Source: an optimization exercise on an open RTL-to-GDS flow (aim: small area and a short achievable clock period). Production flows keep margins and buffers that such runs may drop. At most, simulation tests tie the RTL to the original design; equivalence was not proved. Power is estimated from default activity; no workload was simulated.

==> inputs of job 811 <==
==> flow/design.v (excerpt) <==
module wallace_tree_multiplier (
    input  logic        clk,
    input  logic        reset,
    input  logic [31:0] multiplicand,
    input  logic [31:0] multiplier,
    output logic [63:0] product,
    output logic        overflow
);
    logic [15:0] one, two, neg;
    logic [33:0] ae;
    assign ae = {multiplicand[31], multiplicand, 1'b0};
    logic [32:0] pp0;
    logic [32:0] pp1;
    logic [32:0] pp2;
    logic [32:0] pp3;
    logic [32:0] pp4;
    logic [32:0] pp5;
    logic [32:0] pp6;
    logic [32:0] pp7;
    logic [32:0] pp8;
    logic [32:0] pp9;
    logic [32:0] pp10;
    logic [32:0] pp11;
    logic [32:0] pp12;
    logic [32:0] pp13;
    logic [32:0] pp14;
    logic [32:0] pp15;
  ...
export LEC_CHECK = 0
export ABC_AREA = 1
export CAP_MARGIN = 20
export CORE_MARGIN = 2
export CORE_UTILIZATION = 70
export SLEW_MARGIN = 20
export SYNTH_HIERARCHICAL = 1
create_clock -name core_clock -period 13.5 [get_ports {clk}]
standard.sh (not shown) runs the stock make flow with config.mk's settings and CLKGATE_MAP_FILE= SYNTH_SCRIPT=/design/flow/synth_recipe.tcl, a recipe that flattens the netlist after the stock synthesis.
==> flow/flow/run.sh <==
#!/bin/bash
# Standard ORFS layout, with plain buf_1 cells as the port buffers (buffer_ports
# otherwise picks a delay-cell buffer for every port), and timing repair aimed
# at a 6.3 ns setup margin.
set -euo pipefail
export BUFFER_PORTS_ARGS="-buffer_cell sky130_fd_sc_hd__buf_1"
bash standard.sh SETUP_SLACK_MARGIN=6.3 finish > standard_flow.log 2>&1
==> job 6096 (differences from job 811) <==
--- a/flow/design.v
+++ b/flow/design.v
@@ -25,11 +25,11 @@
     logic [32:0] pp13;
     logic [32:0] pp14;
     logic [32:0] pp15;
     logic s1, c2, s3, c4, s5, c6, s7, c8, s9, c10, s11, c12, s13, c14, s15, c16, s17, c18, s19, c20, s21, c22, s23, c24, s25, c26, s27, c28, s29, c30, s31, c32, s33, c34, s35, c36, s37, c38, s39, c40, s41, c42, s43, c44, s45, c46, s47, c48, s49, c50, s51, c52, s53, c54, s55, c56, s57, c58, s59, c60, s61, c62, s63, c64, s65, c66, s67, c68, s69, c70, s71, c72, s73, c74, s75, c76, s77, c78, s79, c80, s81, c82, s83, c84, s85, c86, s87, c88, s89, c90, s91, c92, s93, c94, s95, c96, s97, c98, s99, c100, s101, c102, s103, c104, s105, c106, s107, c108, s109, c110, s111, c112, s113, c114, s115, c116, s117, c118, s119, c120, s121, c122, s123, c124, s125, c126, s127, c128, s129, c130, s131, c132, s133, c134, s135, c136, s137, c138, s139, c140, s141, c142, s143, c144, s145, c146, s147, c148, s149, c150, s151, c152, s153, c154, s155, c156, s157, c158, s159, c160, s161, c162, s163, c164, s165, c166, s167, c168, s169, c170, s171, c172, s173, c174, s175, c176, s177, c178, s179, c180, s181, c182, s183, c184, s185, c186, s187, c188, s189, c190, s191, c192, s193, c194, s195, c196, s197, c198, s199, c200, s201, c202, s203, c204, s205, c206, s207, c208, s209, c210, s211, c212, s213, c214, s215, c216, s217, c218, s219, c220, s221, c222, s223, c224, s225, c226, s227, c228, s229, c230, s231, c232, s233, c234, s235, c236, s237, c238, s239, c240, s241, c242, s243, c244, s245, c246, s247, c248, s249, c250, s251, c252, s253, c254, s255, c256, s257, c258, s259, c260, s261, c262, s263, c264, s265, c266, s267, c268, s269, c270, s271, c272, s273, c274, s275, c276, s277, c278, s279, c280, s281, c282, s283, c284, s285, c286, s287, c288, s289, c290, s291, c292, s293, c294, s295, c296, s297, c298, s299, c300, s301, c302, s303, c304, s305, c306, s307, c308, s309, c310, s311, c312, s313, c314, s315, c316, s317, c318, s319, c320, s321, c322, s323, c324, s325, c326, s327, c328, s329, c330, s331, c332, s333, c334, s335, c336, s337, c338, s339, c340, s341, c342, s343, c344, s345, c346, s347, c348, s349, c350, s351, c352, s353, c354, s355, c356, s357, c358, s359, c360, s361, c362, s363, c364, s365, c366, s367, c368, s369, c370, s371, c372, s373, c374, s375, c376, s377, c378, s379, c380, s381, c382, s383, c384, s385, c386, s387, c388, s389, c390, s391, c392, s393, c394, s395, c396, s397, c398, s399, c400, s401, c402, s403, c404, s405, c406, s407, c408, s409, c410, s411, c412, s413, c414, s415, c416, s417, c418, s419, c420, s421, c422, s423, c424, s425, c426, s427, c428, s429, c430, s431, c432, s433, c434, s435, c436, s437, c438, s439, c440, s441, c442, s443, c444, s445, c446, s447, c448, s449, c450, s451, c452, s453, c454, s455, c456, s457, c458, s459, c460, s461, c462, s463, c464, s465, c466, s467, c468, s469, c470, s471, c472, s473, c474, s475, c476, s477, c478, s479, c480, s481, c482, s483, c484, s485, c486, s487, c488, s489, c490, s491, c492, s493, c494, s495, c496, s497, c498, s499, c500, s501, c502, s503, c504, s505, c506, s507, c508, s509, c510, s511, c512, s513, c514, s515, c516, s517, c518, s519, c520, s521, c522, s523, c524, s525, c526, s527, c528, s529, c530, s531, c532, s533, c534, s535, c536, s537, c538, s539, c540, s541, c542, s543, c544, s545, c546, s547, c548, s549, c550, s551, c552, s553, c554, s555, c556, s557, c558, s559, c560, s561, c562, s563, c564, s565, c566, s567, c568, s569, c570, s571, c572, s573, c574, s575, c576, s577, c578, s579, c580, s581, c582, s583, c584, s585, c586, s587, c588, s589, c590, s591, c592, s593, c594, s595, c596, s597, c598, s599, c600, s601, c602, s603, c604, s605, c606, s607, c608, s609, c610, s611, c612, s613, c614, s615, c616, s617, c618, s619, c620, s621, c622, s623, c624, s625, c626, s627, c628, s629, c630, s631, c632, s633, c634, s635, c636, s637, c638, s639, c640, s641, c642, s643, c644, s645, c646, s647, c648, s649, c650, s651, c652, s653, c654, s655, c656, s657, c658, s659, c660, s661, c662, s663, c664, s665, c666, s667, c668, s669, c670, s671, c672, s673, c674, s675, c676, s677, c678, s679, c680, s681, c682, s683, c684, s685, c686, s687, c688, s689, c690, s691, c692, s693, c694, s695, c696, s697, c698, s699, c700, s701, c702, s703, c704, s705, c706, s707, c708, s709, c710, s711, c712, s713, c714, s715, c716, s717, c718, s719, c720, s721, c722, s723, c724, s725, c726, s727, c728, s729, c730, s731, c732, s733, c734, s735, c736, s737, c738, s739, c740, s741, c742, s743, c744, s745, c746, s747, c748, s749, c750, s751, c752, s753, c754, s755, c756, s757, c758, s759, c760, s761, c762, s763, c764, s765, c766, s767, c768, s769, c770, s771, c772, s773, c774, s775, c776, s777, c778, s779, c780, s781, c782, s783, c784, s785, c786, s787, c788, s789, c790, s791, c792, s793, c794, s795, c796, s797, c798, s799, c800, s801, c802, s803, c804, s805, c806, s807, c808, s809, c810, s811, c812, s813, c814, s815, c816, s817, c818, s819, c820, s821, c822, s823, c824, s825, c826, s827, c828, s829, c830, s831, c832, s833, c834, s835, c836, s837, c838, s839, c840, s841, c842, s843, c844, s845, c846, s847, c848, s849, c850, s851, c852, s853, c854, s855, c856, s857, c858, s859, c860, s861, c862, s863, c864, s865, c866, s867, c868, s869, c870, s871, c872, s873, c874, s875, c876, s877, c878, s879, c880, s881, c882, s883, c884, s885, c886, s887, c888, s889, c890, s891, c892, s893, c894, s895, c896, s897, c898, s899, c900, s901, c902, s903, c904, s905, c906, s907, c908, s909, c910, s911, c912, s913, c914, s915, c916, s917, c918, s919, c920, s921, c922, s923, c924, s925, c926, s927, c928, s929, c930, s931, c932, s933, c934, s935, c936, s937, c938, s939, c940, s941, c942, s943, c944, s945, c946, s947, c948, s949, c950, s951, c952, s953, c954, s955, c956, s957, c958, s959, c960, s961, c962, g963, p964, g965, p966, g967, p968, g969, p970, g971, p972, g973, p974, g975, p976, g977, p978, g979, p980, g981, p982, g983, p984, g985, p986, g987, p988, g989, p990, g991, p992, g993, p994, g995, p996, g997, p998, g999, p1000, g1001, p1002, g1003, p1004, g1005, p1006, g1007, p1008, g1009, p1010, g1011, p1012, g1013, p1014, g1015, p1016, g1017, p1018, g1019, p1020, g1021, p1022, g1023, p1024, g1025, p1026, g1027, p1028, g1029, p1030, g1031, p1032, g1033, p1034, g1035, p1036, g1037, p1038, g1039, p1040, g1041, p1042, g1043, p1044, G1045, P1046, G1047, P1048, G1049, P1050, G1051, P1052, G1053, P1054, G1055, P1056, G1057, P1058, G1059, P1060, G1061, P1062, G1063, P1064, G1065, P1066, G1067, P1068, G1069, P1070, G1071, P1072, G1073, P1074, G1075, P1076, G1077, P1078, G1079, P1080, G1081, P1082, G1083, P1084, G1085, P1086, G1087, P1088, G1089, P1090, G1091, P1092, G1093, P1094, G1095, P1096, G1097, P1098, G1099, P1100, G1101, P1102, G1103, P1104, G1105, P1106, G1107, P1108, G1109, P1110, G1111, P1112, G1113, P1114, G1115, P1116, G1117, P1118, G1119, P1120, G1121, P1122, G1123, P1124, G1125, P1126, G1127, P1128, G1129, P1130, G1131, P1132, G1133, P1134, G1135, P1136, G1137, P1138, G1139, P1140, G1141, P1142, G1143, P1144, G1145, P1146, G1147, P1148, G1149, P1150, G1151, P1152, G1153, P1154, G1155, P1156, G1157, P1158, G1159, P1160, G1161, P1162, G1163, P1164, G1165, P1166, G1167, P1168, G1169, P1170, G1171, P1172, G1173, P1174, G1175, P1176, G1177, P1178, G1179, P1180, G1181, P1182, G1183, P1184, G1185, P1186, G1187, P1188, G1189, P1190, G1191, P1192, G1193, P1194, G1195, P1196, G1197, P1198, G1199, P1200, G1201, P1202, G1203, P1204, G1205, P1206, G1207, P1208, G1209, P1210, G1211, P1212, G1213, P1214, G1215, P1216, G1217, P1218, G1219, P1220, G1221, P1222, G1223, P1224, G1225, P1226, G1227, P1228, G1229, P1230, G1231, P1232, G1233, P1234, G1235, P1236, G1237, P1238, G1239, P1240, G1241, P1242, G1243, P1244, G1245, P1246, G1247, P1248, G1249, P1250, G1251, P1252, G1253, P1254, G1255, P1256, G1257, P1258, G1259, P1260, G1261, P1262, G1263, P1264, G1265, P1266, G1267, P1268, G1269, P1270, G1271, P1272, G1273, P1274, G1275, P1276, G1277, P1278, G1279, P1280, G1281, P1282, G1283, P1284, G1285, P1286, G1287, P1288, G1289, P1290, G1291, P1292, G1293, P1294, G1295, P1296, G1297, P1298, G1299, P1300, G1301, P1302, G1303, P1304, G1305, P1306, G1307, P1308, G1309, P1310, G1311, P1312, G1313, P1314, G1315, P1316, G1317, P1318, G1319, P1320, G1321, P1322, G1323, P1324, G1325, P1326, G1327, P1328, G1329, P1330, G1331, P1332, G1333, P1334, G1335, P1336, G1337, P1338, G1339, P1340, G1341, P1342, G1343, P1344, G1345, P1346, G1347, P1348, G1349, P1350, G1351, P1352, G1353, P1354, G1355, P1356, G1357, P1358, G1359, P1360, G1361, P1362, G1363, P1364, G1365, P1366, G1367, P1368, G1369, P1370, G1371, P1372, G1373, P1374, G1375, P1376, G1377, P1378, G1379, P1380, G1381, P1382, G1383, P1384, G1385, P1386, G1387, P1388, G1389, P1390, G1391, P1392, G1393, P1394, G1395, P1396, G1397, P1398, G1399, P1400, G1401, P1402, G1403, P1404, G1405, P1406, G1407, P1408, G1409, P1410, G1411, P1412, G1413, P1414, G1415, P1416, G1417, P1418, G1419, P1420, G1421, P1422, G1423, P1424, G1425, P1426, G1427, P1428;
     logic [63:0] sum;
-    logic [63:0] da, qa, db, qb;
+    logic [63:0] da, db, qa, qb;
     assign one[0] = multiplier[0] ^ 1'b0;
     assign two[0] = (multiplier[1] & ~multiplier[0] & ~1'b0) | (~multiplier[1] & multiplier[0] & 1'b0);
     assign neg[0] = multiplier[1];
     assign one[1] = multiplier[2] ^ multiplier[1];
     assign two[1] = (multiplier[3] & ~multiplier[2] & ~multiplier[1]) | (~multiplier[3] & multiplier[2] & multiplier[1]);
==> flow/flow/run.sh (replaced) <==
#!/bin/bash
# Standard ORFS layout, with plain buf_1 cells as the port buffers (buffer_ports
# otherwise picks a delay-cell buffer for every port), and timing repair aimed
# at a 5.9 ns setup margin.
set -euo pipefail
export BUFFER_PORTS_ARGS="-buffer_cell sky130_fd_sc_hd__buf_1"
bash standard.sh SETUP_SLACK_MARGIN=5.9 finish > standard_flow.log 2>&1
==> results.txt <==
item	job 6096	job 811
Net switching share of the total power	52.7%	52.7%
Relative contribution of sequential cells to total power	10.0%	9.9%
Achievable clock frequency	133 MHz	140 MHz
ClkCell Share	1.18%	1.17%
GR Util met1	59.6%	59.5%
Final net count	3383	3395
Count of filler cells inserted in the layout	2698	2640
Worst Setup SP	multiplier[3]	multiplier[29]
Non-clock buffering overhead	4.48%	5.40%
Transition at the pin with the smallest max-transition slack	0.956 ns	0.946 ns
Amount of wire on met3 after detailed routing	12000 um	12100 um
Capture point of the worst path	qb[32]$_DFF_PP0_	qb[35]$_DFF_PP0_
Antenna diode count	1	0
Drt wl/cell	25.8 um	25.9 um
Total length of routed met2 wires	36200 um	36200 um
Crit-path max cell delay	0.68 ns	0.52 ns
Share of cells above drive strength 1	6.62%	7.45%
Multi-input gate area in the final layout	0.0207 mm^2	0.0208 mm^2
Fraction of area in multi-input gates	78.6%	77.9%
Overall routing resource usage	45.4%	45.7%
Shortest period the worst path allows	7.52 ns	7.16 ns
Inverter count	236	237
Total wire length after detailed routing	84000 um	84500 um
Result of the run	finished clean	finished clean
Util after Layout	74.2%	75.1%
Sequential cell area share	10.1%	9.95%
Function not checked in job 6096: the RTL went through the layout flow alone.

[separate check: timing with driven ports]
How much do the figures lean on ideal ports? The routed layouts below were timed once more, with nothing changed but the port constraints. Step 1, drivers: a clkbuf_16 drives clk and a buf_2 each remaining input, both assumed. Step 2 times the ports against the registers' clock, not the clock port: input delays grow and output delays shrink by t, the midpoint of the rising clock arrivals with the driver on. Three values: ideal ports, drivers, drivers and shift; two values: the first two.
run | t (ns) | setup slack, ns | hold WS [ns] | worst setup path at the end | worst slew at a driven data input, ns
job 811 | 0.450 | 6.336 / 6.360 / 5.910 | 0.777 / 0.777 / 0.777 | input to register | 0.05
job 6096 | 0.448 | 5.977 / 6.010 / 5.562 | 0.776 / 0.776 / 0.776 | input to register | 0.05
After both steps setup and hold are still met in every run listed. For job 811, which loses most, drivers alone change the setup slack by +0.024 ns; drivers and shift together by -0.426 ns.
